Background: an optimization exercise with open tools, aiming at small area. Do not read the settings as production practice. For this run, only the layout was checked, not whether the RTL still works.

<file path="config.mk">
export PLATFORM = sky130hd
export DESIGN_NAME = demodulate
export DESIGN_NICKNAME = demodulate
export VERILOG_FILES = /design/flow/design.v
export SDC_FILE = /design/flow/constraint.sdc
export NUM_CORES = 4
export LEC_CHECK = 0
export CAP_MARGIN = 20
export CORE_MARGIN = 2
export CORE_UTILIZATION = 40
export SLEW_MARGIN = 20
</file>
<file path="constraint.sdc">
create_clock -name core_clock -period 10.0 [get_ports {clk}]
set_input_delay 2.0000 -clock core_clock [delete_from_list [all_inputs] [get_ports {clk}]]
set_output_delay 2.0000 -clock core_clock [all_outputs]
set_load 0.01 [all_outputs]
</file>
<file path="design.v">
module demodulate (
    input  wire               clk,
    input  wire               rst_n,
    input  wire               valid_in,
    input  wire signed [31:0] real_in,
    input  wire signed [31:0] imag_in,
    output reg                valid_out,
    output wire signed [31:0] demod_out
);
    localparam [9:0] CUT = 10'b0100100100;
    reg signed [13:0] a, b;
    wire signed [13:0] c = real_in[13:0];
    wire signed [13:0] d = imag_in[13:0];
    always @(posedge clk or negedge rst_n)
        if (!rst_n) begin a <= 14'sd0; b <= 14'sd0; end
        else if (valid_in) begin a <= c; b <= d; end
    wire signed [27:0] p_ac = a * c;
    wire signed [27:0] p_bd = b * d;
    wire signed [27:0] p_ad = a * d;
    wire signed [27:0] p_bc = b * c;
    function signed [17:0] dq;
        input signed [27:0] x;
        dq = (x + (x[27] ? 28'sd1023 : 28'sd0)) >>> 10;
    endfunction
    wire signed [18:0] r_w = dq(p_ac) + dq(p_bd);
    wire signed [18:0] i_w = dq(p_ad) - dq(p_bc);
    reg signed [18:0] r1, i1;
    reg v1;
    always @(posedge clk) begin r1 <= r_w; i1 <= i_w; end
    wire        sr = r1[18];
    wire        si = i1[18];
    wire [17:0] R  = sr ? -r1[17:0] : r1[17:0];
    wire [17:0] Y  = (si ? -i1[17:0] : i1[17:0]) + 18'd1;
    wire [18:0] df = {1'b0, R} - {1'b0, Y};
    wire        t  = ~df[18];
    wire [17:0] An = t ? df[17:0] : -df[17:0];
    wire [17:0] D  = R + Y;
    wire        rz = (R == 18'd0);
    wire [17:0] rem [0:10];
    wire [17:0] den [0:10];
    wire [9:0]  qb  [0:10];
    wire [3:0]  fl  [0:10];    
    wire        vv  [0:10];
    assign rem[0] = An;
    assign den[0] = D;
    assign qb[0]  = 10'd0;
    assign fl[0]  = {rz, si, sr, t};
    assign vv[0]  = v1;
    genvar k;
    generate
        for (k = 0; k < 10; k = k + 1) begin : dv
            wire [18:0] r2 = {rem[k], 1'b0};
            wire [19:0] sb = {1'b0, r2} - {2'b0, den[k]};
            wire        ge = ~sb[19];
            wire [17:0] nr = ge ? sb[17:0] : r2[17:0];
            wire [9:0]  nq = {qb[k][8:0], ge};
            if (CUT[k]) begin : rg
                reg [17:0] rem_r, den_r;
                reg [9:0]  q_r;
                reg [3:0]  f_r;
                always @(posedge clk) begin
                    rem_r <= nr; den_r <= den[k]; q_r <= nq; f_r <= fl[k];
                end
                assign rem[k+1] = rem_r;
                assign den[k+1] = den_r;
                assign qb[k+1]  = q_r;
                assign fl[k+1]  = f_r;
            end else begin : cb
                assign rem[k+1] = nr;
                assign den[k+1] = den[k];
                assign qb[k+1]  = nq;
                assign fl[k+1]  = fl[k];
            end
        end
    endgenerate
    localparam integer NV = (CUT[0]+CUT[1]+CUT[2]+CUT[3]+CUT[4]+CUT[5]+CUT[6]+CUT[7]+CUT[8]+CUT[9]);
    reg [NV:0] vp;
    always @(posedge clk or negedge rst_n)
        if (!rst_n) begin v1 <= 1'b0; vp <= 0; valid_out <= 1'b0; end
        else begin v1 <= valid_in; vp <= {vp[NV-1:0], v1}; valid_out <= vp[NV-1]; end
    reg [10:0] qf;
    reg [2:0]  ff;   
    always @(posedge clk) begin
        qf <= fl[10][3] ? 11'd1024 : {1'b0, qb[10]};
        ff <= fl[10][2:0];
    end
    wire [17:0] m201  = {qf, 7'd0} + {qf, 6'd0} + {qf, 3'd0} + qf;
    wire [9:0]  m     = m201[17:8];
    wire [11:0] base  = ff[1] ? 12'd2412 : 12'd804;
    wire [11:0] angle = (ff[1] == ff[0]) ? base + m : base - m;
    wire [20:0] g379  = {angle, 8'd0} + {angle, 7'd0} - {angle, 2'd0} - angle;
    wire [11:0] mag   = g379[20:9];
    wire [12:0] smag  = ff[2] ? -{1'b0, mag} : {1'b0, mag};
    assign demod_out = {{19{smag[12]}}, smag};
endmodule
</file>
<file path="run.sh">
#!/bin/bash
# synth_recipe.tcl (not shown) runs the flow's synth.tcl, then flattens the netlist and writes it again
# the make line also repeats each setting of config.mk as NAME=value (left out here)
make -C /OpenROAD-flow-scripts/flow DESIGN_CONFIG=/design/flow/config.mk WORK_HOME=/design/flow/orfs CLKGATE_MAP_FILE= SYNTH_SCRIPT=/design/flow/synth_recipe.tcl finish
</file>
==> results.cfg <==
[critical_path]
path_class = flop to flop
cp_common_cell = a21o_1
reg2reg_to = dv[2].rg.rem_r[2]
crit_start = i1[3]
critPathRequiredTime_ps = 10480
crit_end = dv[2].rg.rem_r[2]
critPathCaptureType = flop
critPathArrivalTime_ps = 12060
cpPeakStageDelay_ps = 480
rrSetupSlack_ps = -1580
crit-reg2reg-launch = i1[3]
crit_path_top_delay_cell = a221o_2
start_kind = flop
path_max_fanout = 7
reg2reg_depth = 63

[status]
outcome = finished with violations
violations = negative setup slack

[die]
rows = 134
core_mm2 = 0.134
ios = 100
die_w_um = 371
die_y_um = 371
die_area_mm2 = 0.138
start_util_pct = 40.3

[layout]
fillerInstances = 11900
multiInputGateArea_mm2 = 0.0477
nets = 9084
area_delta_synth_final_pct = 35.0
finalInstanceArea_mm2 = 0.0727
drive_above_1_share_pct = 30.0
ff_latch_area_mm2 = 0.00465
fin_cells = 9384

[timing]
fin_crit_ps = 11580
whs_ps = 327
setup_viol_count_final = 73
drv_slew = 0
finalWorstSetupSlack_ps = -1580
slew_headroom_pct = 23.0
skew_ps = 43.7
rsz0062_at_grt = yes
fmax_mhz = 86.4
final_hold_viol_count = 0
timing.final.crit_share_pct = 116
worst-slew-pin-transition_ps = 1150

[route]
first_pass_iters = 5
drt-initial-drc-count = 2454
wirelength_um = 161000
drc = 0
via_count = 47400
ant_nets = 0
vias_per_cell = 5.05
wire_per_inst_um = 17.2

[logic_synthesis]
ys_seq_area_share_pct = 8.59
synth_area_mm2 = 0.0539
synth_flop_cell = dfxtp_1
synth_edf_count = 0
ys_top_cells_by_area = fa_1, ha_1, inv_1
syn_nets = 7714
ys_top_cells_by_count = inv_1, fa_1, ha_1
netlist-cell-type-count = 97
synth.most_common_cell = inv_1
synth_top_cell_area_share_pct = 30.2
ys_seq_elements = 223
yosysTopAreaCell = fa_1
syn-mean-instance-area_um2 = 8.66
ys.warnings.count = 1
async_reset_ff_share_pct = 14.8
netlist_instances = 6221

[global_routing]
track_usage_pct = 23.3
grt_start_max_net_pins = 34
grt_pass1_wl_um = 259000
grt_pass1_vias = 49800
antenna_found_initial = 1
grt-ovfl-total = 0

[placement]
dp_hpwl_um = 130000
io_buffers = 63
pre_cts_ws_ps = -2360
gp_congestion = 0.917
place_area_mm2 = 0.0665
dp_cells = 9052

[clock_network]
clockBufferDepth = 3
root_buffer = clkbuf_16
cts_max_level = 1
clkLatencyLatePin_ps = 630
path_clk_slew_ps = 70
holdBufCountCts = 0
cts_made_buffers = 29
clock_sinks = 223
cts_tree = built

[min_path]
hold_class = flop to flop
worstHoldStart = dv[8].rg.f_r[2]

[flow_run]
drv_cap = 0
flip-flops by register name, indices dropped and copies added (netlist names), 3 cells and up:
| signal | cells |
|---|---|
| a | 14 |
| b | 14 |
| dv.rg.den_r | 54 |
| dv.rg.f_r | 12 |
| dv.rg.q_r | 18 |
| dv.rg.rem_r | 54 |
| ff | 3 |
| i1 | 19 |
| qf | 11 |
| r1 | 19 |
| vp | 3 |
metrics by stage:
step / util [%] / TNS, ps
2_1_floorplan: - / -28600
3_3_place_gp: 49.7 / -111150
3_5_place_dp: 49.7 / -121860
4_1_cts: 53.1 / -67290
5_1_grt: 54.4 / -95010
6_report: 54.4 / -66390
critical path, delay by kind of cell (launching register included):
family / cells / cell delay (ps)
flops: 1 / 340
mux: 3 / 620
buf+inv: 9 / 1190
xor+xnor: 3 / 400
fa+ha+maj: 4 / 1040
simple gates: 16 / 2720
compound gates: 28 / 5080
layer usage:
layer	vias to the layer above	global-route usage, %	wire length, µm
li1	22700	-	-
met1	23500	29.6	69200
met2	941	41.4	79600
met3	233	2.15	6140
met4	0	8.12	6400
met5	-	0	0
cells by family (layout without fill, tap and decap cells):
family	after synthesis	in the layout	share of synthesized area (%)
buffers and inverters	1266	2655	9.01
xor gates and xnor gates	463	463	7.55
muxes	119	119	2.45
other	0	2	0
and+or+nand+nor	1741	1741	16.0
adders and majority gates	1426	1426	44.4
DFF	223	223	8.59
AOI/OAI and AO/OA	983	987	12.0
worst min path at each step:
stage,endpoint,slack (ps),cells past startpoint
floorplan,dv[5].rg.f_r[0],310,0
global placement,dv[8].rg.q_r[5],310,0
detailed placement,dv[8].rg.q_r[5],310,0
CTS,ff[2],320,0
global route,dv[8].rg.q_r[5],330,0
finish,ff[2],330,0
cell usage in the layout (no fill, tap or decap), types with 126 or more instances in the layout:
| cell | netlist | final |
|---|---|---|
| a21oi_1 | 249 | 209 |
| and2_1 | 348 | 321 |
| buf_4 | 20 | 1357 |
| dfxtp_1 | 190 | 181 |
| fa_1 | 812 | 765 |
| ha_1 | 614 | 541 |
| inv_1 | 1018 | 978 |
| nand2_1 | 608 | 573 |
| nor2_1 | 284 | 253 |
| o21ai_0 | 213 | 154 |
| xnor2_1 | 320 | 292 |
| xor2_1 | 142 | 126 |
cell type report:
class	count	area share, %
diodes	2	0.00688
well taps	1768	3.04
multi-input cells	4736	65.6
repair buffers	1580	18.3
clock inverters	24	0.397
inverters	1021	5.29
clock buffers	30	1.02
flip-flops and latches	223	6.39
what timing repair did:
item	CTS	global route
setup endpoints to repair	85	116
cloned	9	3
pin swaps	261	271
buffers inserted	245	98
gates resized for setup	589	353

-- separate check: timing with driven ports --
The results above use ideal ports. As a check the final layout listed here was re-extracted and re-timed, cells and wires unchanged. Step 1: set_driving_cell puts a clkbuf_16 on clk and a buf_2 on each other input, an assumption about the parent block. Step 2 adds t to the input delays and takes it off the output delays; t is the mean of the earliest and latest rising clock arrival at the registers after step 1. Input paths then give back, and output paths get back, about the clock's delay inside the block. a / b / c = no drivers / after step 1 / after step 2; a / b = the first two.
shift t [ns]: 0.698
setup slack, ns: -1.580 / -1.580 / -1.767
slew at the worst register clock pin (ns): 0.08 / 0.08
worst slew at a driven data input, ns: 0.19
The setup slack of this run moves by 0.000 ns with the drivers and by -0.187 ns with both steps.
